Source: an optimization exercise on an open RTL-to-GDS flow (aim: small area). Production flows keep margins and buffers that such runs may drop. At most, simulation tests tie the RTL to the original design; equivalence was not proved. No functional check of the RTL was part of runs 3 and 4. Power is estimated from default activity; no workload was simulated.

File: flow/run.sh
#!/bin/bash
# synth_recipe.tcl (not shown) runs the flow's synth.tcl, then flattens the netlist and writes it again
# the make line also repeats each setting of config.mk as NAME=value (left out here)
make -C /OpenROAD-flow-scripts/flow DESIGN_CONFIG=/design/flow/config.mk WORK_HOME=/design/flow/orfs CLKGATE_MAP_FILE= SYNTH_SCRIPT=/design/flow/synth_recipe.tcl finish
File: flow/config.mk
export PLATFORM = sky130hd
export DESIGN_NAME = Smiley_Block_T
export DESIGN_NICKNAME = Smiley_Block_T
export VERILOG_FILES = /design/flow/design.v
export SDC_FILE = /design/flow/constraint.sdc
export NUM_CORES = 4
export LEC_CHECK = 0
export CAP_MARGIN = 20
export CORE_MARGIN = 2
export CORE_UTILIZATION = 65
export SLEW_MARGIN = 20
File: flow/constraint.sdc
create_clock -name core_clock -period 8.0 [get_ports {clk}]
set_input_delay 1.6000 -clock core_clock [delete_from_list [all_inputs] [get_ports {clk}]]
set_output_delay 1.6000 -clock core_clock [all_outputs]
set_load 0.01 [all_outputs]
File: flow/design.v
module	Smiley_Block_T	(
					input	logic	clk,
					input	logic	resetN,
					input	logic	startOfFrame,
					input	logic	[10:0] pixelX,
					input	logic	[10:0] pixelY,
					input	logic	collision,
					input	logic	up_key,
					input	logic	down_key,
					input	logic	right_key,
					input	logic	left_key,
					output	logic	smileyDR,
					output	logic	[7:0] smileyRGB,
					output	logic	move,
					output	logic	[10:0] topLeftX,
					output	logic	[10:0] topLeftY
);
localparam logic [2:0] IDLE0 = 3'd0, IDLE1 = 3'd1, MOVE = 3'd2, WAITF = 3'd3,
                       PCHG = 3'd4, PLIM = 3'd5;
logic [2:0]  state, state_n;
logic [15:1] xpos, xpos_n;       
logic [14:0] ypos, ypos_n;       
logic [15:6] xpos_h;             
logic [5:1]  xpos_l;             
logic [14:6] ypos_h;
logic [5:0]  ypos_l;
assign xpos = {xpos_h, xpos_l};
assign ypos = {ypos_h, ypos_l};
logic        xnz, xneg, ynz, yneg;       
logic        xnz_n, xneg_n, ynz_n, yneg_n;
logic [1:0]  dir, dir_n;         
logic        inbox;             
logic [4:0]  offx, offy;         
logic [1:0]  rgb;                
logic [3:0]  hit;                
logic        started;            
assign started = (state != IDLE0);
logic [15:1] xadd;
logic [14:0] yadd;
logic        xlo, xhi, ylo, yhi;
always_comb begin
	xadd = '0;
	yadd = '0;
	if (state == PCHG) begin
		if (xnz) xadd = xneg ? -15'sd20 : 15'sd20;
		if (ynz) yadd = yneg ? -15'sd40 : 15'sd40;
	end else if (state == MOVE && collision) begin
		if (hit[1])      xadd = -15'sd1;
		else if (hit[3]) xadd = 15'sd1;
		if (hit[0])      yadd = -15'sd2;
		else if (hit[2]) yadd = 15'sd2;
	end
end
assign xlo = (xpos[15:7] == 9'd0);                                   
assign xhi = xpos[15] & (&xpos[11:8]) & xpos[6] & (|xpos[5:1]);      
assign ylo = (ypos[14:7] == 8'd0);                                   
assign yhi = ypos[14] & ypos[13] & (&ypos[10:8]) & ypos[6] & (|ypos[5:0]);  
always_comb begin
	state_n = state;
	xpos_n  = xpos + xadd;
	ypos_n  = ypos + yadd;
	xnz_n = xnz; xneg_n = xneg; ynz_n = ynz; yneg_n = yneg;
	dir_n = dir;
	case (state)
	IDLE0, IDLE1: begin
		xpos_n = 15'd140;    
		ypos_n = 15'd185;
		xnz_n = 1'b1; xneg_n = 1'b0; ynz_n = 1'b1; yneg_n = 1'b0;
		state_n = startOfFrame ? MOVE : IDLE1;
	end
	MOVE: begin
		if (up_key) begin
			ynz_n = 1'b1; yneg_n = 1'b1; xnz_n = 1'b0; dir_n = 2'd0;
		end else if (down_key) begin
			ynz_n = 1'b1; yneg_n = 1'b0; xnz_n = 1'b0; dir_n = 2'd1;
		end else if (right_key) begin
			xnz_n = 1'b1; xneg_n = 1'b0; ynz_n = 1'b0; dir_n = 2'd2;
		end else if (left_key) begin
			xnz_n = 1'b1; xneg_n = 1'b1; ynz_n = 1'b0; dir_n = 2'd3;
		end
		if (collision) begin
			xnz_n = 1'b0; ynz_n = 1'b0;
			state_n = WAITF;
		end
		if (startOfFrame) state_n = PCHG;
	end
	WAITF: if (startOfFrame) state_n = PCHG;
	PCHG: state_n = PLIM;
	PLIM: begin
		if (xlo) begin xpos_n = 15'd64;    xneg_n = 1'b0; end    
		if (xhi) begin xpos_n = 15'd18336; xneg_n = 1'b1; end    
		if (ylo) begin ypos_n = 15'd128;   yneg_n = 1'b0; end
		if (yhi) begin ypos_n = 15'd26432; yneg_n = 1'b1; end
		state_n = MOVE;
	end
	default: state_n = IDLE0;
	endcase
end
always_ff @(posedge clk or negedge resetN)
	if (!resetN) begin
		state <= IDLE0;
		dir   <= 2'd0;
		xpos_h <= '0;
		ypos_h <= '0;
	end else begin
		state <= state_n;
		dir   <= dir_n;
		xpos_h <= xpos_n[15:6];
		ypos_h <= ypos_n[14:6];
	end
always_ff @(posedge clk) begin
	xpos_l <= xpos_n[5:1];
	ypos_l <= ypos_n[5:0];
	xnz <= xnz_n; xneg <= xneg_n; ynz <= ynz_n; yneg <= yneg_n;
end
assign topLeftX = {1'b0, xpos[15:6]};
assign topLeftY = {2'b0, ypos[14:6]};
assign move     = started & (xnz | ynz);
logic [11:0] dx, dy;
assign dx = {pixelX[10], pixelX} - {2'b0, xpos[15:6]};
assign dy = {pixelY[10], pixelY} - {3'b0, ypos[14:6]};
always_ff @(posedge clk or negedge resetN)
	if (!resetN) inbox <= 1'b0;
	else         inbox <= (dx[11:5] == 7'd0) && (dy[11:5] == 7'd0);
always_ff @(posedge clk) begin
	offx <= dx[4:0];
	offy <= dy[4:0];
end
logic [4:0] row, col;
always_comb begin
	case (dir)
	2'd0: begin row = offx; col = ~offy; end
	2'd1: begin row = offx; col = offy;  end
	2'd2: begin row = offy; col = offx;  end
	default: begin row = offy; col = ~offx; end
	endcase
end
logic [4:0] l1, r1, l0, r0;
always_comb
	case (row)
	5'd0: l1 = 5'd14;
	5'd1: l1 = 5'd11;
	5'd2: l1 = 5'd8;
	5'd3: l1 = 5'd7;
	5'd4: l1 = 5'd5;
	5'd5: l1 = 5'd4;
	5'd6: l1 = 5'd4;
	5'd7: l1 = 5'd3;
	5'd8: l1 = 5'd2;
	5'd9: l1 = 5'd2;
	5'd10: l1 = 5'd1;
	5'd11: l1 = 5'd1;
	5'd12: l1 = 5'd1;
	5'd13: l1 = 5'd0;
	5'd14: l1 = 5'd0;
	5'd15: l1 = 5'd0;
	5'd16: l1 = 5'd0;
	5'd17: l1 = 5'd0;
	5'd18: l1 = 5'd0;
	5'd19: l1 = 5'd1;
	5'd20: l1 = 5'd1;
	5'd21: l1 = 5'd1;
	5'd22: l1 = 5'd2;
	5'd23: l1 = 5'd2;
	5'd24: l1 = 5'd3;
	5'd25: l1 = 5'd3;
	5'd26: l1 = 5'd4;
	5'd27: l1 = 5'd5;
	5'd28: l1 = 5'd7;
	5'd29: l1 = 5'd8;
	5'd30: l1 = 5'd10;
	5'd31: l1 = 5'd13;
	endcase
always_comb
	case (row)
	5'd0: r1 = 5'd18;
	5'd1: r1 = 5'd22;
	5'd2: r1 = 5'd24;
	5'd3: r1 = 5'd26;
	5'd4: r1 = 5'd27;
	5'd5: r1 = 5'd28;
	5'd6: r1 = 5'd29;
	5'd7: r1 = 5'd30;
	5'd8: r1 = 5'd30;
	5'd9: r1 = 5'd30;
	5'd10: r1 = 5'd28;
	5'd11: r1 = 5'd25;
	5'd12: r1 = 5'd23;
	5'd13: r1 = 5'd21;
	5'd14: r1 = 5'd19;
	5'd15: r1 = 5'd17;
	5'd16: r1 = 5'd17;
	5'd17: r1 = 5'd19;
	5'd18: r1 = 5'd21;
	5'd19: r1 = 5'd23;
	5'd20: r1 = 5'd25;
	5'd21: r1 = 5'd27;
	5'd22: r1 = 5'd29;
	5'd23: r1 = 5'd30;
	5'd24: r1 = 5'd30;
	5'd25: r1 = 5'd29;
	5'd26: r1 = 5'd28;
	5'd27: r1 = 5'd27;
	5'd28: r1 = 5'd26;
	5'd29: r1 = 5'd24;
	5'd30: r1 = 5'd22;
	5'd31: r1 = 5'd19;
	endcase
always_comb
	case (row)
	5'd0: l0 = 5'd14;
	5'd1: l0 = 5'd10;
	5'd2: l0 = 5'd8;
	5'd3: l0 = 5'd7;
	5'd4: l0 = 5'd6;
	5'd5: l0 = 5'd5;
	5'd6: l0 = 5'd4;
	5'd7: l0 = 5'd3;
	5'd8: l0 = 5'd2;
	5'd9: l0 = 5'd2;
	5'd10: l0 = 5'd1;
	5'd11: l0 = 5'd1;
	5'd12: l0 = 5'd1;
	5'd13: l0 = 5'd0;
	5'd14: l0 = 5'd0;
	5'd15: l0 = 5'd0;
	5'd16: l0 = 5'd0;
	5'd17: l0 = 5'd0;
	5'd18: l0 = 5'd0;
	5'd19: l0 = 5'd1;
	5'd20: l0 = 5'd1;
	5'd21: l0 = 5'd1;
	5'd22: l0 = 5'd2;
	5'd23: l0 = 5'd2;
	5'd24: l0 = 5'd3;
	5'd25: l0 = 5'd4;
	5'd26: l0 = 5'd4;
	5'd27: l0 = 5'd5;
	5'd28: l0 = 5'd7;
	5'd29: l0 = 5'd8;
	5'd30: l0 = 5'd10;
	5'd31: l0 = 5'd14;
	endcase
always_comb
	case (row)
	5'd0: r0 = 5'd19;
	5'd1: r0 = 5'd22;
	5'd2: r0 = 5'd24;
	5'd3: r0 = 5'd26;
	5'd4: r0 = 5'd27;
	5'd5: r0 = 5'd28;
	5'd6: r0 = 5'd29;
	5'd7: r0 = 5'd30;
	5'd8: r0 = 5'd30;
	5'd9: r0 = 5'd29;
	5'd10: r0 = 5'd27;
	5'd11: r0 = 5'd25;
	5'd12: r0 = 5'd23;
	5'd13: r0 = 5'd21;
	5'd14: r0 = 5'd19;
	5'd15: r0 = 5'd17;
	5'd16: r0 = 5'd17;
	5'd17: r0 = 5'd19;
	5'd18: r0 = 5'd21;
	5'd19: r0 = 5'd23;
	5'd20: r0 = 5'd25;
	5'd21: r0 = 5'd27;
	5'd22: r0 = 5'd29;
	5'd23: r0 = 5'd30;
	5'd24: r0 = 5'd30;
	5'd25: r0 = 5'd29;
	5'd26: r0 = 5'd28;
	5'd27: r0 = 5'd27;
	5'd28: r0 = 5'd26;
	5'd29: r0 = 5'd24;
	5'd30: r0 = 5'd22;
	5'd31: r0 = 5'd19;
	endcase
function automatic logic ge5(input logic [4:0] a, input logic [4:0] b);
	logic g;
	g = 1'b1;
	for (int i = 0; i < 5; i++)
		g = (a[i] & ~b[i]) | ((a[i] | ~b[i]) & g);
	ge5 = g;
endfunction
logic [1:0] pix;
assign pix[1] = ~(ge5(col, l1) & ge5(r1, col));
assign pix[0] = ~(ge5(col, l0) & ge5(r0, col));
logic [3:0] hit_lut;
always_comb begin
	case ({offy[4:3], offx[4:3]})
	4'h0: hit_lut = 4'hC; 4'h1: hit_lut = 4'h4; 4'h2: hit_lut = 4'h4; 4'h3: hit_lut = 4'h6;
	4'h4: hit_lut = 4'h8; 4'h5: hit_lut = 4'hC; 4'h6: hit_lut = 4'h6; 4'h7: hit_lut = 4'h2;
	4'h8: hit_lut = 4'h8; 4'h9: hit_lut = 4'h9; 4'hA: hit_lut = 4'h3; 4'hB: hit_lut = 4'h2;
	4'hC: hit_lut = 4'h9; 4'hD: hit_lut = 4'h1; 4'hE: hit_lut = 4'h1; default: hit_lut = 4'h3;
	endcase
end
always_ff @(posedge clk or negedge resetN)
	if (!resetN) rgb <= 2'b00;
	else         rgb <= inbox ? pix : 2'b11;
always_ff @(posedge clk)
	hit <= inbox ? hit_lut : 4'h0;
assign smileyRGB = {{6{started}}, rgb};
assign smileyDR  = ~(started & rgb[1] & rgb[0]);
endmodule
==> impl_metrics.toml, run 1 <==
[outcome]
status = "timing/DRC/antenna clean"

[global_route]
grtUsageMet1_pct = 41.77
grt_pass1_vias = 4433
use_met2_pct = 51.51
grt_overflow = 0
grt_pass1_wl_mm = 21.22
grt_util_met3_pct = 4.029
gr-max-usage-layer = "met2"
antenna_found_initial = 0
grt_max_degree = 28
track_usage_pct = 30.69

[die]
die_h_um = 92.98
die_w_um = 92.98
die_area_sq_mm = 0.008645
io_pins = 62
core_sq_mm = 0.007687
start_util_pct = 66.94
num_rows = 32

[critical_path]
required_ns = 8.23
cp-start-kind = "input pin"
crit_path_top_delay_cell = "clkdlybuf4s50_1"
end_kind = "flip-flop"
crit_chain = "clkdlybuf4s50_1 -> and3_1 -> a31o_2 -> ha_1 -> a21oi_1 -> o21bai_1 -> a31oi_1 -> o211ai_1 -> a31oi_1 -> xnor3_1 -> o21ai_0"
rrSetupSlack_ns = 4.03
critPathArrivalTime_ns = 4.71
crit_fanout = 11
cp_common_cell = "a31oi_1"
path_delay_family = "compound AO/OA/AOI/OAI gates"
critical-path-max-stage-delay_ns = 0.61
path_class = "in2reg"
cp_num_buf_inv = 1

[cts]
insertion_delay_ns = 0.31
clock_path_buffers = 2
numCtsBuffers = 5
ctsHtreeMaxLevel = 2
cts_hold_buffers = 0
postCtsSetupBuffers = 0
clk_pin_slew_ns = 0.10
cts_tree = "done"
cts_sinks = 56
cts_resized = 0
clockRootBuffer = "clkbuf_8"

[logic_synthesis]
synth_fa_ha_area_share_pct = 16.27
synth_area_leader_cell = "dfrtp_1"
ys.flop_type = "dfrtp_1"
yosys-top-cells-count = "ha_1 (53), inv_1 (53), nand2_1 (52), a21oi_1 (48)"
netlist_instances = 619
yosys.area_share.simple_pct = 15.56
synth_edf_count = 5
async_reset_ff_share_pct = 48.21
seq_area_frac_synth_pct = 25.38
synth.area.mux_share_pct = 3.793
synth_xor_area_share_pct = 7.853
yosysUniqueCellTypes = 70
synth_top_family_by_area = "compound AO/OA/AOI/OAI gates"
ys_warn_count = 1
synthTopCellsByArea = "dfrtp_1 (13%), ha_1 (13%), dfxtp_1 (9.3%), a21oi_1 (4.7%), buf_4 (4.5%)"
synth-compound-area-share_pct = 21.25
avgSynthCellArea_sq_um = 8.314
synth_top_area_share_pct = 13.13
synth-seq-cells = 56
syn_area_sq_mm = 0.005146

[detailed_routing]
final_antenna_net_count = 0
first_pass_iters = 5
vias = 4589
drtIter0Drc = 316
via_per_inst = 6.135
drc = 0
wl_mm = 12.82
avgRoutedWirePerCell_um = 17.14

[pwr]
p_leak_nw = 2.587
p_per_area_mw_per_mm2 = 377.1
vdd_drop_max_mv = 0.1559
finalPower_w = 0.002150

[layout]
area_growth_pct = 10.80
antennaDiodeCount = 0
final_cells = 748
drive_gt1_share_pct = 4.954
fin_nets = 732

[timing]
slew_viol_final = 0
maxSlewHeadroom_pct = 37.13
skew_ns = 0.008919
final.setup.tns_ns = 0
final.min_clock_period_ns = 4.480
setup_viol = 0
hold_viol = 0
fmax_mhz = 223.2
grt_setup_unrepaired = "false"
tightest_slew_ns = 0.9168
post-route-period-util_pct = 55.99

[placed_design]
gp_congestion = 0.8899
dp_cells = 740
io_buffers = 58
hpwl_mm = 9.963

[worst_hold_path]
hold_path.class = "reg2reg"

[flow_run]
max_cap_violations = 0
## power by group
group	total (W)	switching (W)	internal, W
logic	0.00144	0.000811	0.000625
registers	0.000516	0.000140	0.000376
clock network	0.000198	0.0000981	0.000100
total	0.00215	0.00105	0.00110
## layer usage
metal	up-vias	share of wire, %
met5	-	0
met3	26	6.1
met4	0	1.9
met1	2158	44
met2	190	48
li1	2215	-
## path summary, 6_finish.rpt
check,startpoint,to,depth (start not counted)
max in group asynchronous,resetN,inbox,2
setup / recovery,collision,xpos_h[15],11
setup reg to reg,state[2],xpos_h[15],10
min in group asynchronous,resetN,xpos_h[14],2
hold / removal,offy[4],hit[0],1
hold reg to reg,offy[4],hit[0],1
## kinds of logic after synthesis
group	Yosys count
compound gates	172
xor+xnor	43
fa+ha+maj	66
buf+inv	97
flops	56
mux	16
other cells	1
simple gates	168
## layout make-up
| class | count | area [sq um] |
|---|---|---|
| repair buffers | 60 | 595.6 |
| clock buffers | 8 | 122.6 |
| flip-flops and latches | 56 | 1306 |
| inverters | 54 | 207.7 |
| multi-input cells | 468 | 3342 |
| well taps | 102 | 127.6 |
| fillers | 634 | 1986 |
## through the flow
step           hold WS [ns]  util (%)  cell area, sq um  setup slack, ns
2_1_floorplan        0.4871         -              5154            4.224
3_3_place_gp         0.5522     72.57              5579            3.466
3_5_place_dp         0.5624     72.57              5579            3.296
4_1_cts              0.5826     74.17              5702            3.612
5_1_grt              0.5944     74.17              5702            3.287
6_report             0.5821     74.17              5702            3.520
## cells in the final DEF, fill, tap and decap left out, drive strengths merged, types with 6 or more instances in the layout
master	count
clkdlybuf4s50	58
inv	53
ha	53
nand2	53
o21ai	49
a21oi	48
nor2	46
dfrtp	27
dfxtp	24
xnor2	21
xor2	20
nor2b	14
nor3	13
a21o	10
nand3	10
mux2i	10
maj3	9
a31oi	8
clkbuf	8
nand4	6
a211oi	6
o211ai	6
mux2	6
## flip-flops by register name, indices dropped and copies added, names as in the netlist, 2 cells and up
register  count
hit           4
xpos_l        5
dir           2
state         3
offx          5
ypos_l        6
offy          5
rgb           2
ypos_h        9
xpos_h       10
==> run 2, diff against run 1 <==
==> flow/flow/run.sh (new file) <==
#!/bin/bash
# Own layout flow: the standard layout (standard.sh), with two changes:
#  - synthesis maps the logic with an area-oriented ABC script (flow/area.abc)
#    and without adder-cell extraction; registers are mapped as in the
#    standard synthesis (flow/synth_area.tcl sources synth_recipe.tcl's steps);
#  - port buffers use the smallest buffer cell (buf_1);
#  - clock tree synthesis without dummy loads, from the smaller clock buffers.
# Each tool's output is in orfs/logs; make's own output is in flow_make.log.
set -euo pipefail
W=$(pwd)
export AREA_ABC_SCRIPT=$W/flow/area.abc
bash standard.sh SYNTH_SCRIPT=$W/flow/synth_area.tcl \
  "BUFFER_PORTS_ARGS=-buffer_cell sky130_fd_sc_hd__buf_1" \
  "CTS_ARGS=-sink_clustering_enable -repair_clock_nets -dont_use_dummy_load -buf_list {sky130_fd_sc_hd__clkbuf_4 sky130_fd_sc_hd__clkbuf_8}" \
  finish > $W/flow_make.log 2>&1
==> flow/flow/area.abc (new file) <==
strash
&get -n
&deepsyn -J 50 -T 120 -S 1
&put
dch -f
amap
topo
==> flow/flow/synth_area.tcl (new file) <==
# The standard flow's synthesis (synth_recipe.tcl) with an area-oriented ABC script in place of
# ORFS's, and without the full/half adder cell extraction. Registers are
# mapped exactly as in the standard synthesis (ABC only remaps the logic).
proc synth {args} { yosys synth -nofsm -noshare {*}$args }
proc extract_fa {args} { }
proc abc {args} {
  set i [lsearch -exact $args -script]
  if { $i >= 0 } { set args [lreplace $args $i [expr {$i + 1}] -script $::env(AREA_ABC_SCRIPT)] }
  set i [lsearch -exact $args -D]
  if { $i >= 0 } { set args [lreplace $args $i [expr {$i + 1}]] }
  yosys abc {*}$args
}
source $::env(SCRIPTS_DIR)/synth.tcl
# left out here: clear keep_hierarchy, flatten, clean up, hide names made inside functions, write 1_2_yosys.v
==> flow/standard.sh (new file) <==
#!/bin/bash
# synth_recipe.tcl (not shown) runs the flow's synth.tcl, then flattens the netlist and writes it again
# the make line also repeats each setting of config.mk as NAME=value (left out here)
make -C /OpenROAD-flow-scripts/flow DESIGN_CONFIG=/design/flow/config.mk WORK_HOME=/design/flow/orfs CLKGATE_MAP_FILE= SYNTH_SCRIPT=/design/flow/synth_recipe.tcl "${@:-finish}"
removed: flow/run.sh
==> run 2 against run 1 <==
Effect of this change: first-iteration DRC count is 35% lower; die area shrank 27%; global-route usage shrank 1.6 points; synthesized cell count down 14%; final cell count fell by 14%; core utilization is 3.2 points lower; count of clock-buffer cells in the layout decreased by 3; hold slack got worse by 0.12 ns; clock skew grew 0.021 ns; clock power decreased by 28%; routed wire length fell by 32%; sequential power shrank 9.9%; largest cell class unchanged.
==> impl_metrics.toml, run 2 <==
[layout]
fin_nets = 605
antennaDiodeCount = 0
regMostFlops = "xpos_h"
layout_common_cells = "nor2_1 (112), clkinv_1 (69), buf_1 (58), nand2_1 (56), o21ai_0 (49)"
area_growth_pct = 5.083
largest_reg_flops = 10
final_cells = 645
drive_gt1_share_pct = 1.222
n_fill_cell = 470
largestRegisters = "xpos_h: 10 flops, ypos_h: 9 flops, ypos_l: 6 flops"
final_common_cell = "nor2_1"
utilization_pct = 70.94

[logic_synthesis]
synth_area_leader_cell = "dfrtp_1"
synthTopCellsByArea = "dfrtp_1 (18%), dfxtp_1 (13%), nor2_1 (11%), clkinv_1 (7.0%), o21ai_0 (6.6%)"
syn_area_sq_mm = 0.003717
netlist_instances = 534
synth_edf_count = 5
seq_area_frac_synth_pct = 35.14
yosys.cell_count.top_type = "nor2_1"
synth_top_area_share_pct = 18.18
async_reset_ff_share_pct = 48.21
avgSynthCellArea_sq_um = 6.961
yosys-top-cells-count = "nor2_1 (112), clkinv_1 (69), nand2_1 (56), o21ai_0 (49), a21oi_1 (35)"
yosysUniqueCellTypes = 41
ys.flop_type = "dfrtp_1"
synth-seq-cells = 56
ys_warn_count = 1

[critical_path]
critical-path-max-stage-delay_ns = 0.42
critPathArrivalTime_ns = 5.04
required_ns = 8.22
crit_fanout = 6
crit_chain = "buf_1 -> nand2_1 -> clkinv_1 -> o21ai_0 -> o21ai_0 -> nand2_1 -> nand2_1 -> o211ai_1 -> o21ai_0 -> nand2_1 -> o21ai_0 -> clkinv_1 -> nor3_1 -> clkinv_1 -> nor4_1 -> a22oi_1 -> clkinv_1 -> o221ai_1 -> nor2_1 -> nor2_1 -> a211oi_1"
crit_path_top_delay_cell = "nor4_1"
path_class = "in2reg"
cp-start-kind = "input pin"
cp_num_buf_inv = 5
end_kind = "flip-flop"
path_delay_family = "compound AO/OA/AOI/OAI gates"

[outcome]
status = "timing/DRC/antenna clean"

[timing]
skew_ns = 0.02961
post-route-period-util_pct = 60.25
tightest_slew_ns = 0.8362
setup_viol = 0
grt_setup_unrepaired = "false"
slew_viol_final = 0
final.min_clock_period_ns = 4.820
final.setup.tns_ns = 0
hold_viol = 0
fmax_mhz = 207.5
maxSlewHeadroom_pct = 44.25

[die]
die_area_sq_mm = 0.006340
num_rows = 27
die_h_um = 79.63
start_util_pct = 67.51
io_pins = 62
core_sq_mm = 0.005507
die_w_um = 79.63

[detailed_routing]
wl_mm = 8.695
drc = 0
first_pass_iters = 6
avgRoutedWirePerCell_um = 13.48
via_per_inst = 5.837
vias = 3765
final_antenna_net_count = 0
drtIter0Drc = 206

[cts]
ctsHtreeMaxLevel = 2
insertion_delay_ns = 0.31
numCtsBuffers = 5
cts_sinks = 56
cts_resized = 0
clockRootBuffer = "clkbuf_8"
clk_pin_slew_ns = 0.10
postCtsSetupBuffers = 0
cts_tree = "done"
clock_path_buffers = 2
cts_hold_buffers = 0

[global_route]
grt_max_degree = 28
grt_pass1_vias = 3330
track_usage_pct = 29.09
grt_overflow = 0
grt_pass1_wl_mm = 14.70
antenna_found_initial = 0

[placed_design]
dp_cells = 640
io_buffers = 58
hpwl_mm = 6.858
gp_congestion = 0.9043

[flow_run]
max_cap_violations = 0

[worst_hold_path]
hold_path.class = "reg2reg"

[pwr]
finalPower_w = 0.001576
vdd_drop_max_mv = 0.2048
p_leak_nw = 1.439
p_per_area_mw_per_mm2 = 403.5
==> run 2: cell families after synthesis <==
family	count (synthesis)	synth area share [%]
other	1	0.1009
AO/OA/AOI/OAI	163	27.47
XOR/XNOR	1	0.2357
flip-flops	56	35.14
buffers and inverters	97	12.62
AND/OR/NAND/NOR	216	24.44
==> run 2: layer usage <==
metal | GRT usage, % | vias up | part of all wire (%) | routed length (um)
met3 | 5.317 | 16 | 5.3 | 462
li1 | - | 1938 | - | -
met5 | 0 | - | 0 | 0
met4 | 9.828 | 0 | 2.1 | 179
met1 | 37.74 | 1680 | 45 | 3939
met2 | 48.82 | 131 | 47 | 4113
==> run 2: final cells by class <==
cell class	count	area, sq um	area share [%]
multi-input cells	383	1949	49.90
flip-flops and latches	56	1306	33.44
repair buffers	60	232.7	5.958
clock buffers	5	68.82	1.762
inverters	69	259.0	6.630
well taps	72	90.09	2.306
==> run 2: stage by stage <==
| stage | area, sq um | hold slack [ns] | setup WS, ns |
|---|---|---|---|
| after floorplan | 3725 | 0.4214 | 3.660 |
| after global placement | 3837 | 0.4658 | 3.171 |
| after detailed placement | 3837 | 0.4647 | 2.989 |
| after CTS | 3906 | 0.4515 | 3.280 |
| after global routing | 3906 | 0.4681 | 2.748 |
| final | 3906 | 0.4660 | 3.180 |
==> run 2: worst paths after layout <==
check,from,to,slack [ns],cells after the start
setup / recovery,collision,xpos_h[15],3.18,21
hold / removal,offy[4],hit[2],0.47,1
setup reg to reg,state[2],xpos_h[15],3.68,23
hold reg to reg,offy[4],hit[2],0.47,1
max in group asynchronous,resetN,ypos_h[6],6.42,2
min in group asynchronous,resetN,xpos_h[14],1.28,2
==> run 2: power breakdown <==
group | internal (W) | switching [W]
clock | 0.0000568 | 0.0000848
sequential | 0.000376 | 0.0000897
combinational | 0.000331 | 0.000638
total | 0.000764 | 0.000812
==> run 2: worst reg2reg max path, stage by stage, from the launching register on <==
cell and delay (ns):
dfrtp_1 0.43, clkinv_1 0.09, nand2_1 0.07, nor2_1 0.25, nand2_1 0.17, clkinv_1 0.13
o21ai_0 0.09, o21ai_0 0.30, nand2_1 0.13, nand2_1 0.10, o211ai_1 0.12, o21ai_0 0.23
nand2_1 0.09, o21ai_0 0.12, clkinv_1 0.15, nor3_1 0.28, clkinv_1 0.17, nor4_1 0.42
a22oi_1 0.19, clkinv_1 0.10, o221ai_1 0.16, nor2_1 0.17, nor2_1 0.06, a211oi_1 0.20
==> run 3, diff against run 2 <==
--- a/flow/design.v
+++ b/flow/design.v
@@ -29,10 +29,10 @@
 logic        xnz, xneg, ynz, yneg;       
 logic        xnz_n, xneg_n, ynz_n, yneg_n;
 logic [1:0]  dir, dir_n;         
-logic        inbox;             
+logic        inbox;              
 logic [4:0]  offx, offy;         
-logic [1:0]  rgb;                
-logic [3:0]  hit;                
+logic [1:0]  rgb1, rgb;          
+logic [3:0]  hit1, hit;          
 logic        started;            
 assign started = (state != IDLE0);
 logic [15:1] xadd;
@@ -119,16 +119,12 @@
 logic [11:0] dx, dy;
 assign dx = {pixelX[10], pixelX} - {2'b0, xpos[15:6]};
 assign dy = {pixelY[10], pixelY} - {3'b0, ypos[14:6]};
-always_ff @(posedge clk or negedge resetN)
-	if (!resetN) inbox <= 1'b0;
-	else         inbox <= (dx[11:5] == 7'd0) && (dy[11:5] == 7'd0);
-always_ff @(posedge clk) begin
-	offx <= dx[4:0];
-	offy <= dy[4:0];
-end
+assign inbox = (dx[11:5] == 7'd0) && (dy[11:5] == 7'd0);
+assign offx = dx[4:0];
+assign offy = dy[4:0];
 logic [4:0] row, col;
 always_comb begin
-	case (dir)
+	case (dir_n)
 	2'd0: begin row = offx; col = ~offy; end
 	2'd1: begin row = offx; col = offy;  end
 	2'd2: begin row = offy; col = offx;  end
@@ -296,10 +292,17 @@
 	endcase
 end
 always_ff @(posedge clk or negedge resetN)
-	if (!resetN) rgb <= 2'b00;
-	else         rgb <= inbox ? pix : 2'b11;
+	if (!resetN) begin
+		rgb1 <= 2'b11;
+		hit1 <= 4'h0;
+		rgb  <= 2'b00;
+	end else begin
+		rgb1 <= inbox ? pix : 2'b11;
+		hit1 <= inbox ? hit_lut : 4'h0;
+		rgb  <= rgb1;
+	end
 always_ff @(posedge clk)
-	hit <= inbox ? hit_lut : 4'h0;
+	hit <= hit1;
 assign smileyRGB = {{6{started}}, rgb};
 assign smileyDR  = ~(started & rgb[1] & rgb[0]);
 endmodule
==> run 3 against run 2 <==
Effect of this change: register-to-register slack worse by 0.77 ns; final cell count down 0.47%; flip-flop and latch count down 5; highest routed layer unchanged; critical path depth down 3; synthesized cell count down 0.19%; combinational power up 21%; first-iteration DRC count up 90%; setup slack worse by 0.93 ns; via count up 6.4%; clock power down 4%; area after synthesis down 1.4%; clock skew down 0.0069 ns.
==> impl_metrics.toml, run 3 <==
[die]
start_util_pct = 66.99
die_h_um = 79.10
die_w_um = 79.10
io_pins = 62
core_sq_mm = 0.005473
die_area_sq_mm = 0.006257
num_rows = 27

[detailed_routing]
final_antenna_net_count = 0
drc = 0
wl_mm = 10.26
avgRoutedWirePerCell_um = 15.97
vias = 4007
first_pass_iters = 6
via_per_inst = 6.241
drtIter0Drc = 391

[logic_synthesis]
seq_area_frac_synth_pct = 33.65
synth_area_leader_cell = "dfrtp_1"
synth_edf_count = 5
avgSynthCellArea_sq_um = 6.878
synthTopCellsByArea = "dfrtp_1 (20%), nor2_1 (11%), clkinv_1 (8.3%), dfxtp_1 (7.6%), o21ai_0 (7.6%)"
yosysUniqueCellTypes = 39
async_reset_ff_share_pct = 62.75
ys.flop_type = "dfrtp_1"
netlist_instances = 533
synth-seq-cells = 51
synth_top_area_share_pct = 20.48
yosys.cell_count.top_type = "nor2_1"
yosys-top-cells-count = "nor2_1 (104), clkinv_1 (81), o21ai_0 (56), nand2_1 (48), a21oi_1 (33)"
syn_area_sq_mm = 0.003666
ys_warn_count = 1

[critical_path]
path_delay_family = "compound AO/OA/AOI/OAI gates"
crit_chain = "buf_1 -> o21ai_0 -> clkinv_1 -> o22ai_1 -> clkinv_1 -> o21ai_0 -> clkinv_1 -> nor2_1 -> nor2_1 -> nand2_1 -> nand2_1 -> nor2_1 -> o21a_1 -> nor3_1 -> a221oi_1 -> clkinv_1 -> a31oi_1 -> o221ai_1"
path_class = "in2reg"
rrSetupSlack_ns = 2.91
critical-path-max-stage-delay_ns = 0.81
required_ns = 8.20
cp_common_cell = "clkinv_1"
crit_path_top_delay_cell = "o21ai_0"
end_kind = "flip-flop"
crit_fanout = 12
cp_num_buf_inv = 5
critPathArrivalTime_ns = 5.95
cp-start-kind = "input pin"

[global_route]
antenna_found_initial = 0
track_usage_pct = 34.31
grt_max_degree = 33
grt_overflow = 0
grt_pass1_vias = 3668
grt_pass1_wl_mm = 16.97

[pwr]
vdd_drop_max_mv = 0.2330
p_per_area_mw_per_mm2 = 441.9
p_leak_nw = 1.399

[timing]
fmax_mhz = 173.9
final.setup.tns_ns = 0
tightest_slew_ns = 0.8865
hold_viol = 0
skew_ns = 0.02274
final.min_clock_period_ns = 5.752
post-route-period-util_pct = 71.90
maxSlewHeadroom_pct = 40.27
slew_viol_final = 0
grt_setup_unrepaired = "false"
setup_viol = 0

[layout]
n_fill_cell = 451
regMostFlops = "xpos_h"
final_common_cell = "nor2_1"
fin_nets = 602
layout_common_cells = "nor2_1 (104), clkinv_1 (81), buf_1 (57), o21ai_0 (56), nand2_1 (48)"
drive_gt1_share_pct = 1.404
multi_input_area_sq_mm = 0.001926
area_growth_pct = 4.778
largestRegisters = "xpos_h: 10 flops, ypos_h: 9 flops, ypos_l: 6 flops"
final_cells = 642
antennaDiodeCount = 0
seqCellArea_sq_mm = 0.001234
largest_reg_flops = 10

[flow_run]
max_cap_violations = 0

[cts]
insertion_delay_ns = 0.31
postCtsSetupBuffers = 0
ctsHtreeMaxLevel = 2
cts_tree = "done"
numCtsBuffers = 5
clock_path_buffers = 2
cts_resized = 0
cts_sinks = 51
clockRootBuffer = "clkbuf_8"
cts_hold_buffers = 0
clk_pin_slew_ns = 0.09

[placed_design]
hpwl_mm = 7.982
dp_cells = 637
gp_congestion = 1.027
io_buffers = 58

[worst_hold_path]
hold_path.class = "reg2reg"

[outcome]
status = "timing/DRC/antenna clean"
## run 3: kinds of logic (layout without fill, tap and decap cells)
group	Yosys count	in the layout	share of synthesized area, %
other cells	1	3	0.1023
flops	51	51	33.65
compound gates	178	178	30.21
buf+inv	109	144	14.03
simple gates	194	194	22.01
## run 3: worst register-to-register path, delay by kind of cell, from the launching register on
kind,cells,cell delay [ns]
flip-flops,1,0.45
AO/OA/AOI/OAI,6,2.20
AND/OR/NAND/NOR,8,1.06
buffers and inverters,5,1.28
## run 3: layout make-up
type	count	area share (%)
Tap cell	72	2.345
Inverter	81	7.915
Multi-Input combinational cell	375	50.13
Timing Repair Buffer	58	5.700
Sequential cell	51	32.12
Clock buffer	5	1.792
## run 3: final timing paths
kind                                start  cells after the start        to
max in group asynchronous          resetN                      1    rgb[1]
worst min-delay path              hit1[0]                      0    hit[0]
worst min register to register    hit1[0]                      0    hit[0]
worst max register to register   state[2]                     19   rgb1[0]
min in group asynchronous          resetN                      1  state[0]
worst max-delay path            right_key                     18   rgb1[0]
## run 3: report_power, final
group	internal [W]	total, W	switching [W]
Sequential	0.000330	0.000394	0.0000640
Clock	0.0000567	0.000137	0.0000804
Combinational	0.000361	0.00117	0.000805
## run 3: routing by layer
layer	vias up	share of wire [%]	global-route usage, %
met5	-	0	0
met4	0	3.5	17.07
met3	37	7.3	4.886
met2	225	48	57.80
met1	1817	42	43.10
li1	1928	-	-
## run 3: metrics by stage
stage | worst slack, ns | utilization, % | hold WS (ns) | area, sq um | power (W)
detailed placement | 2.200 | 68.93 | 0.3353 | 3772 | 0.001506
CTS | 2.402 | 70.19 | 0.3408 | 3841 | 0.001647
floorplan | 3.067 | - | 0.3242 | 3674 | 0.001277
global placement | 2.219 | 68.93 | 0.3251 | 3772 | 0.001512
global route | 1.906 | 70.19 | 0.3573 | 3841 | 0.001839
finish | 2.248 | 70.19 | 0.3342 | 3841 | 0.001697
==> run 4, diff against run 3 <==
--- a/flow/flow/run.sh
+++ b/flow/flow/run.sh
@@ -11,5 +11,5 @@
 export AREA_ABC_SCRIPT=$W/flow/area.abc
 bash standard.sh SYNTH_SCRIPT=$W/flow/synth_area.tcl \
   "BUFFER_PORTS_ARGS=-buffer_cell sky130_fd_sc_hd__buf_1" \
-  "CTS_ARGS=-sink_clustering_enable -repair_clock_nets -dont_use_dummy_load -buf_list {sky130_fd_sc_hd__clkbuf_4 sky130_fd_sc_hd__clkbuf_8}" \
+  "CTS_ARGS=-sink_clustering_enable -sink_clustering_size 64 -sink_clustering_max_diameter 300 -repair_clock_nets -dont_use_dummy_load -buf_list {sky130_fd_sc_hd__clkbuf_16}" \
   finish > $W/flow_make.log 2>&1
==> run 4 against run 3 <==
Effect of this change: critical path type unchanged; maximum frequency rose by 0.11%; still clean on timing, DRC and antenna; area after synthesis did not move; combinational power barely moved; final cell count did not move; final area rose by 1.5%; setup slack improved by 0.0064 ns; core utilization rose by 1.0 points; global-route usage rose by 0.13 points; hold slack improved by 0.0059 ns.
==> impl_metrics.toml, run 4 <==
[timing]
grt_setup_unrepaired = "false"
slew_viol_final = 0
hold_viol = 0
final.setup.tns_ns = 0
post-route-period-util_pct = 71.82
final.min_clock_period_ns = 5.745
skew_ns = 0.01245
tightest_slew_ns = 0.8680
fmax_mhz = 174.1
setup_viol = 0
maxSlewHeadroom_pct = 41.52

[logic_synthesis]
yosys-top-cells-count = "nor2_1 (104), clkinv_1 (81), o21ai_0 (56), nand2_1 (48), a21oi_1 (33)"
synth_top_family_by_area = "compound AO/OA/AOI/OAI gates"
synth_area_leader_cell = "dfrtp_1"
synth_xor_area_share_pct = 0
yosysUniqueCellTypes = 39
seq_area_frac_synth_pct = 33.65
netlist_instances = 533
syn_area_sq_mm = 0.003666
yosys.cell_count.top_type = "nor2_1"
synth.area.mux_share_pct = 0
async_reset_ff_share_pct = 62.75
synth-compound-area-share_pct = 30.20
synth_top_area_share_pct = 20.48
synth_fa_ha_area_share_pct = 0
synth-seq-cells = 51
ys.flop_type = "dfrtp_1"
yosys.area_share.simple_pct = 22.01
synth_edf_count = 5
ys_warn_count = 1
avgSynthCellArea_sq_um = 6.878
synthTopCellsByArea = "dfrtp_1 (20%), nor2_1 (11%), clkinv_1 (8.3%), dfxtp_1 (7.6%), o21ai_0 (7.6%)"

[critical_path]
cp-start-kind = "input pin"
end_kind = "flip-flop"
path_class = "in2reg"
crit_fanout = 12
critPathArrivalTime_ns = 5.93
required_ns = 8.19

[detailed_routing]
final_antenna_net_count = 0
drc = 0
first_pass_iters = 7
vias = 4067
drtIter0Drc = 370
avgRoutedWirePerCell_um = 16.09
via_per_inst = 6.335
wl_mm = 10.33

[pwr]
p_per_area_mw_per_mm2 = 450.8
switchingPower_w = 0.0009547
seqPwrFrac_pct = 22.5
pwr-share-clk_pct = 11.2
vdd_drop_max_mv = 0.2247
pwr-share-comb_pct = 66.3
power.internal_w = 0.0008023
p_leak_nw = 1.425
sw_frac_of_total_pct = 54.34
finalPower_w = 0.001757

[global_route]
grt_overflow = 0
grt_pass1_vias = 3647
track_usage_pct = 34.44
antenna_found_initial = 0
grt_max_degree = 33
grt_pass1_wl_mm = 17.04

[layout]
largest_reg_flops = 10
regMostFlops = "xpos_h"
fin_nets = 602
area_growth_pct = 6.314
final_common_cell = "nor2_1"
drive_gt1_share_pct = 1.404
antennaDiodeCount = 0
layout_common_cells = "nor2_1 (104), clkinv_1 (81), buf_1 (57), o21ai_0 (56), nand2_1 (48)"
utilization_pct = 71.22
largestRegisters = "xpos_h: 10 flops, ypos_h: 9 flops, ypos_l: 6 flops"

[cts]
ctsHtreeMaxLevel = 2
cts_resized = 0
postCtsSetupBuffers = 0
numCtsBuffers = 5
clk_pin_slew_ns = 0.06
insertion_delay_ns = 0.29
clock_path_buffers = 2
cts_sinks = 51
cts_tree = "done"
clockRootBuffer = "clkbuf_16"
cts_hold_buffers = 0

[placed_design]
io_buffers = 58
gp_congestion = 1.027
hpwl_mm = 7.982

[die]
io_pins = 62
start_util_pct = 66.99
die_area_sq_mm = 0.006257
core_sq_mm = 0.005473
die_h_um = 79.10
num_rows = 27
die_w_um = 79.10

[worst_hold_path]
hold_path.class = "reg2reg"

[outcome]
status = "timing/DRC/antenna clean"

[flow_run]
max_cap_violations = 0
## run 4: cell counts after synthesis
No cell type changed its count.
## run 4: final cells by class
class                      instances  area, sq um
multi-input combinational        375         1926
fill                             441         1575
tap                               72        90.09
clock buffer                       5        125.1
sequential                        51         1234
timing repair buffer              58        219.0
inverter                          81        304.0
## run 4: worst paths after layout
check                          start    endpoint  slack (ns)  cells after the start
setup / recovery           right_key     rgb1[0]        2.25                     18
hold / removal               hit1[0]      hit[0]        0.34                      0
setup reg to reg            state[2]     rgb1[0]        2.93                     19
hold reg to reg              hit1[0]      hit[0]        0.34                      0
max in group asynchronous     resetN      rgb[1]        6.03                      1
min in group asynchronous     resetN  xpos_h[13]        1.42                      1
## run 4: kinds of logic (layout without fill, tap and decap cells)
logic type / count (synthesis) / after routing
buffers and inverters: 109 / 144
AND/OR/NAND/NOR: 194 / 194
other: 1 / 3
flip-flops: 51 / 51
AO/OA/AOI/OAI: 178 / 178
## run 4: worst max-delay path: stages
cell      delay [ns]
buf_1           0.12
o21ai_0         0.27
clkinv_1        0.14
o22ai_1         0.54
clkinv_1        0.46
o21ai_0         0.80
clkinv_1        0.37
nor2_1          0.28
nor2_1          0.10
nand2_1         0.11
nand2_1         0.06
nor2_1          0.13
o21a_1          0.15
nor3_1          0.05
a221oi_1        0.35
clkinv_1        0.12
a31oi_1         0.16
o221ai_1        0.13
## run 4: stage by stage
stage / cell area (sq um) / hold slack (ns) / worst slack [ns] / instances
final: 3897 / 0.3401 / 2.255 / 642
after global routing: 3897 / 0.3514 / 1.877 / 642
after CTS: 3897 / 0.3388 / 2.402 / 642
after detailed placement: 3772 / 0.3353 / 2.200 / 637
after global placement: 3772 / 0.3251 / 2.219 / 637
after floorplan: 3674 / 0.3242 / 3.067 / 535
## run 4: routing by layer
layer / share of wire (%) / GRT usage (%)
met5: 0 / 0
met1: 40 / 43.72
met4: 3.5 / 14.31
met3: 9.0 / 6.364
met2: 48 / 57.80
## run 4: power groups by stage
stage	combinational, W	sequential [W]	clock [W]
6_report	0.00116	0.000396	0.000196
5_1_grt	0.00129	0.000404	0.000206
4_1_cts	0.00112	0.000392	0.000196
3_5_place_dp	0.00111	0.000397	0
3_3_place_gp	0.00112	0.000394	0
2_1_floorplan	0.000896	0.000380	0
==> run 5, diff against run 4 <==
--- a/flow/design.v
+++ b/flow/design.v
@@ -29,10 +29,10 @@
 logic        xnz, xneg, ynz, yneg;       
 logic        xnz_n, xneg_n, ynz_n, yneg_n;
 logic [1:0]  dir, dir_n;         
-logic        inbox;              
+logic        inbox;             
 logic [4:0]  offx, offy;         
-logic [1:0]  rgb1, rgb;          
-logic [3:0]  hit1, hit;          
+logic [1:0]  rgb;                
+logic [3:0]  hit;                
 logic        started;            
 assign started = (state != IDLE0);
 logic [15:1] xadd;
@@ -119,12 +119,16 @@
 logic [11:0] dx, dy;
 assign dx = {pixelX[10], pixelX} - {2'b0, xpos[15:6]};
 assign dy = {pixelY[10], pixelY} - {3'b0, ypos[14:6]};
-assign inbox = (dx[11:5] == 7'd0) && (dy[11:5] == 7'd0);
-assign offx = dx[4:0];
-assign offy = dy[4:0];
+always_ff @(posedge clk or negedge resetN)
+	if (!resetN) inbox <= 1'b0;
+	else         inbox <= (dx[11:5] == 7'd0) && (dy[11:5] == 7'd0);
+always_ff @(posedge clk) begin
+	offx <= dx[4:0];
+	offy <= dy[4:0];
+end
 logic [4:0] row, col;
 always_comb begin
-	case (dir_n)
+	case (dir)
 	2'd0: begin row = offx; col = ~offy; end
 	2'd1: begin row = offx; col = offy;  end
 	2'd2: begin row = offy; col = offx;  end
@@ -292,17 +296,10 @@
 	endcase
 end
 always_ff @(posedge clk or negedge resetN)
-	if (!resetN) begin
-		rgb1 <= 2'b11;
-		hit1 <= 4'h0;
-		rgb  <= 2'b00;
-	end else begin
-		rgb1 <= inbox ? pix : 2'b11;
-		hit1 <= inbox ? hit_lut : 4'h0;
-		rgb  <= rgb1;
-	end
+	if (!resetN) rgb <= 2'b00;
+	else         rgb <= inbox ? pix : 2'b11;
 always_ff @(posedge clk)
-	hit <= hit1;
+	hit <= inbox ? hit_lut : 4'h0;
 assign smileyRGB = {{6{started}}, rgb};
 assign smileyDR  = ~(started & rgb[1] & rgb[0]);
 endmodule
==> flow/flow/run.sh (replaced) <==
#!/bin/bash
# Own layout flow: the standard layout (standard.sh), with two changes:
#  - synthesis maps the logic with an area-oriented ABC script (flow/area.abc)
#    and without adder-cell extraction; registers are mapped as in the
#    standard synthesis (flow/synth_area.tcl sources synth_recipe.tcl's steps);
#  - port buffers use the smallest buffer cell (buf_1).
# Each tool's output is in orfs/logs; make's own output is in flow_make.log.
set -euo pipefail
W=$(pwd)
export AREA_ABC_SCRIPT=$W/flow/area.abc
bash standard.sh SYNTH_SCRIPT=$W/flow/synth_area.tcl \
  "BUFFER_PORTS_ARGS=-buffer_cell sky130_fd_sc_hd__buf_1" finish > $W/flow_make.log 2>&1
==> run 5 against run 4 <==
Effect of this change: critical path type unchanged; count of clock-buffer cells in the layout up 1; global-route usage decreased by 5.2 points; non-clock buffer count increased by 2; first-iteration DRC count down 51%; routed wire length is 15% lower; core utilization rose by 0.68 points; combinational power decreased by 16%; maximum frequency grew 19%; via count shrank 7.2%; final cell count is 0.93% higher.
==> impl_metrics.toml, run 5 <==
[outcome]
status = "timing/DRC/antenna clean"

[logic_synthesis]
synth.area.mux_share_pct = 0
synth_top_area_share_pct = 18.18
synth_xor_area_share_pct = 0.2356
synth-seq-cells = 56
netlist_instances = 534
synth_top_family_by_area = "compound AO/OA/AOI/OAI gates"
ys.flop_type = "dfrtp_1"
seq_area_frac_synth_pct = 35.14
yosys.area_share.simple_pct = 24.44
yosys.cell_count.top_type = "nor2_1"
avgSynthCellArea_sq_um = 6.961
synthTopCellsByArea = "dfrtp_1 (18%), dfxtp_1 (13%), nor2_1 (11%), clkinv_1 (7.0%), o21ai_0 (6.6%)"
synth_fa_ha_area_share_pct = 0
yosysUniqueCellTypes = 41
ys_warn_count = 1
async_reset_ff_share_pct = 48.21
yosys-top-cells-count = "nor2_1 (112), clkinv_1 (69), nand2_1 (56), o21ai_0 (49), a21oi_1 (35)"
synth_area_leader_cell = "dfrtp_1"
synth-compound-area-share_pct = 27.47
syn_area_sq_mm = 0.003717
synth_edf_count = 5

[placed_design]
io_buffers = 58
hpwl_mm = 6.858
gp_congestion = 0.9043
place_area_sq_mm = 0.003837

[timing]
tightest_slew_ns = 0.8362
post-route-period-util_pct = 60.27
hold_viol = 0
skew_ns = 0.01719
maxSlewHeadroom_pct = 44.25
grt_setup_unrepaired = "false"
setup_viol = 0
slew_viol_final = 0
fmax_mhz = 207.4
final.setup.tns_ns = 0
final.min_clock_period_ns = 4.822

[critical_path]
crit_fanout = 6
critPathArrivalTime_ns = 5.05
crit_chain = "buf_1 -> nand2_1 -> clkinv_1 -> o21ai_0 -> o21ai_0 -> nand2_1 -> nand2_1 -> o211ai_1 -> o21ai_0 -> nand2_1 -> o21ai_0 -> clkinv_1 -> nor3_1 -> clkinv_1 -> nor4_1 -> a22oi_1 -> clkinv_1 -> o221ai_1 -> nor2_1 -> nor2_1 -> a211oi_1"
rrSetupSlack_ns = 3.68
cp-start-kind = "input pin"
path_class = "in2reg"
crit_path_top_delay_cell = "nor4_1"
rr_worst_depth = 23
required_ns = 8.23
r2r-end = "xpos_h[15]"
end_kind = "flip-flop"
r2r-start = "state[2]"
critical-path-max-stage-delay_ns = 0.41

[layout]
largestRegisters = "xpos_h: 10 flops, ypos_h: 9 flops, ypos_l: 6 flops"
layout_common_cells = "nor2_1 (112), clkinv_1 (69), buf_1 (58), nand2_1 (56), o21ai_0 (49)"
regMostFlops = "xpos_h"
drive_gt1_share_pct = 1.736
antennaDiodeCount = 0
fin_area_sq_mm = 0.003959
largest_reg_flops = 10
area_growth_pct = 6.496
fin_nets = 605
final_common_cell = "nor2_1"

[detailed_routing]
drc = 0
first_pass_iters = 5
drtIter0Drc = 182
wl_mm = 8.742
via_per_inst = 5.826
vias = 3775
final_antenna_net_count = 0
avgRoutedWirePerCell_um = 13.49

[cts]
cts_tree = "done"
insertion_delay_ns = 0.32
ctsHtreeMaxLevel = 2
postCtsSetupBuffers = 0
numCtsBuffers = 5
clockRootBuffer = "clkbuf_8"
cts_hold_buffers = 0
clock_path_buffers = 2
cts_resized = 0
clk_pin_slew_ns = 0.10
cts_sinks = 56

[worst_hold_path]
worstHoldPathCells = 1
hold_path.class = "reg2reg"
worstHoldEndpoint = "hit[3]"
min_from = "offx[4]"

[global_route]
use_met2_pct = 48.66
gr-max-usage-layer = "met2"
grt_pass1_vias = 3330
grtUsageMet1_pct = 37.95
antenna_found_initial = 0
grt_util_met3_pct = 5.090
track_usage_pct = 29.24
grt_overflow = 0
grt_max_degree = 28
grt_pass1_wl_mm = 14.75

[die]
start_util_pct = 67.51
die_w_um = 79.63
io_pins = 62
die_area_sq_mm = 0.006340
die_h_um = 79.63
num_rows = 27
core_sq_mm = 0.005507

[pwr]
vdd_drop_max_mv = 0.2058
pwr-share-comb_pct = 59.5
sw_frac_of_total_pct = 50.43
p_per_area_mw_per_mm2 = 412.4
seqPwrFrac_pct = 28.5
pwr-share-clk_pct = 12.0
power.internal_w = 0.0008092
switchingPower_w = 0.0008233
p_leak_nw = 1.464

[flow_run]
max_cap_violations = 0
==> run 5: worst max path at each step <==
stage	startpoint	endpoint	slack [ns]	cells after the start
finish	collision	xpos_h[15]	3.18	21
global route	collision	xpos_h[15]	2.76	21
detailed placement	collision	xpos_h[15]	2.99	21
CTS	collision	xpos_h[15]	3.29	21
global placement	collision	xpos_h[15]	3.17	21
floorplan	collision	xpos_h[15]	3.66	20
==> run 5: through the flow <==
stage          total power, W  instances  util [%]  worst slack (ns)  hold WS (ns)
2_1_floorplan        0.001233        536         -             3.660        0.4214
3_3_place_gp         0.001397        640     69.69             3.171        0.4658
3_5_place_dp         0.001419        640     69.69             2.989        0.4647
4_1_cts              0.001619        648     71.89             3.292        0.4713
5_1_grt              0.001790        648     71.89             2.759        0.4888
6_report             0.001632        648     71.89             3.178        0.4772
==> run 5: layout make-up <==
cell class | instances | area [sq um]
Clock buffer | 6 | 82.58
Clock inverter | 2 | 38.79
Fill cell | 461 | 1548
Inverter | 69 | 259.0
Multi-Input combinational cell | 383 | 1949
Sequential cell | 56 | 1306
Tap cell | 72 | 90.09
Timing Repair Buffer | 60 | 232.7
==> run 5: per-layer routing <==
| layer | routed length, um | vias up |
|---|---|---|
| met5 | 0 | - |
| met4 | 215 | 0 |
| met3 | 418 | 18 |
| met2 | 4135 | 122 |
| met1 | 3972 | 1695 |
| li1 | - | 1940 |
==> run 5: worst max-delay path, delay by kind of cell <==
kind / cells / cell delay [ns]
AOI/OAI and AO/OA: 8 / 1.41
buffers and inverters: 5 / 0.67
and+or+nand+nor: 8 / 1.37
==> run 5: logic make-up (layout without fill, tap and decap cells) <==
logic type	Yosys count	count (layout)
AO/OA/AOI/OAI	163	163
buffers and inverters	97	137
XOR/XNOR	1	1
AND/OR/NAND/NOR	216	216
flip-flops	56	56
other	1	3
==> run 5: power groups by stage <==
stage	clock network [W]	logic (W)	registers, W
CTS	0.000199	0.000957	0.000463
global route	0.000209	0.00110	0.000479
global placement	0	0.000930	0.000467
detailed placement	0	0.000952	0.000468
finish	0.000196	0.000971	0.000466
floorplan	0	0.000788	0.000446

port drivers added, routing unchanged:
How much do the figures lean on ideal ports? The routed layouts below were timed once more, with nothing changed but the port constraints. Step 1, drivers: a clkbuf_16 drives clk and a buf_2 each remaining input, both assumed. Step 2, shift: input delay + t, output delay - t, t = (earliest + latest rising clock arrival at the registers) / 2. This alone moves slack from input paths to output paths. Three values: no drivers, after step 1, after step 2; two values: the first two.
run | t, ns | setup WS [ns] | worst setup path after step 2 | latest minus earliest clock arrival (ns) | worst register clock-pin slew, ns
run 1 | 0.342 | 3.520 / 3.531 / 3.189 | input to register | 0.009 / 0.009 | 0.11 / 0.11
run 2 | 0.331 | 3.180 / 3.183 / 2.852 | input to register | 0.030 / 0.030 | 0.10 / 0.10
run 3 | 0.328 | 2.248 / 2.259 / 1.931 | input to register | 0.023 / 0.023 | 0.10 / 0.10
run 4 | 0.317 | 2.255 / 2.270 / 1.954 | input to register | 0.013 / 0.013 | 0.07 / 0.07
run 5 | 0.341 | 3.178 / 3.181 / 2.841 | input to register | 0.019 / 0.019 | 0.11 / 0.11
After both steps every run listed still meets setup and hold. The setup slack of run 5, which loses most, moves by +0.003 ns with the drivers and by -0.337 ns with both steps.
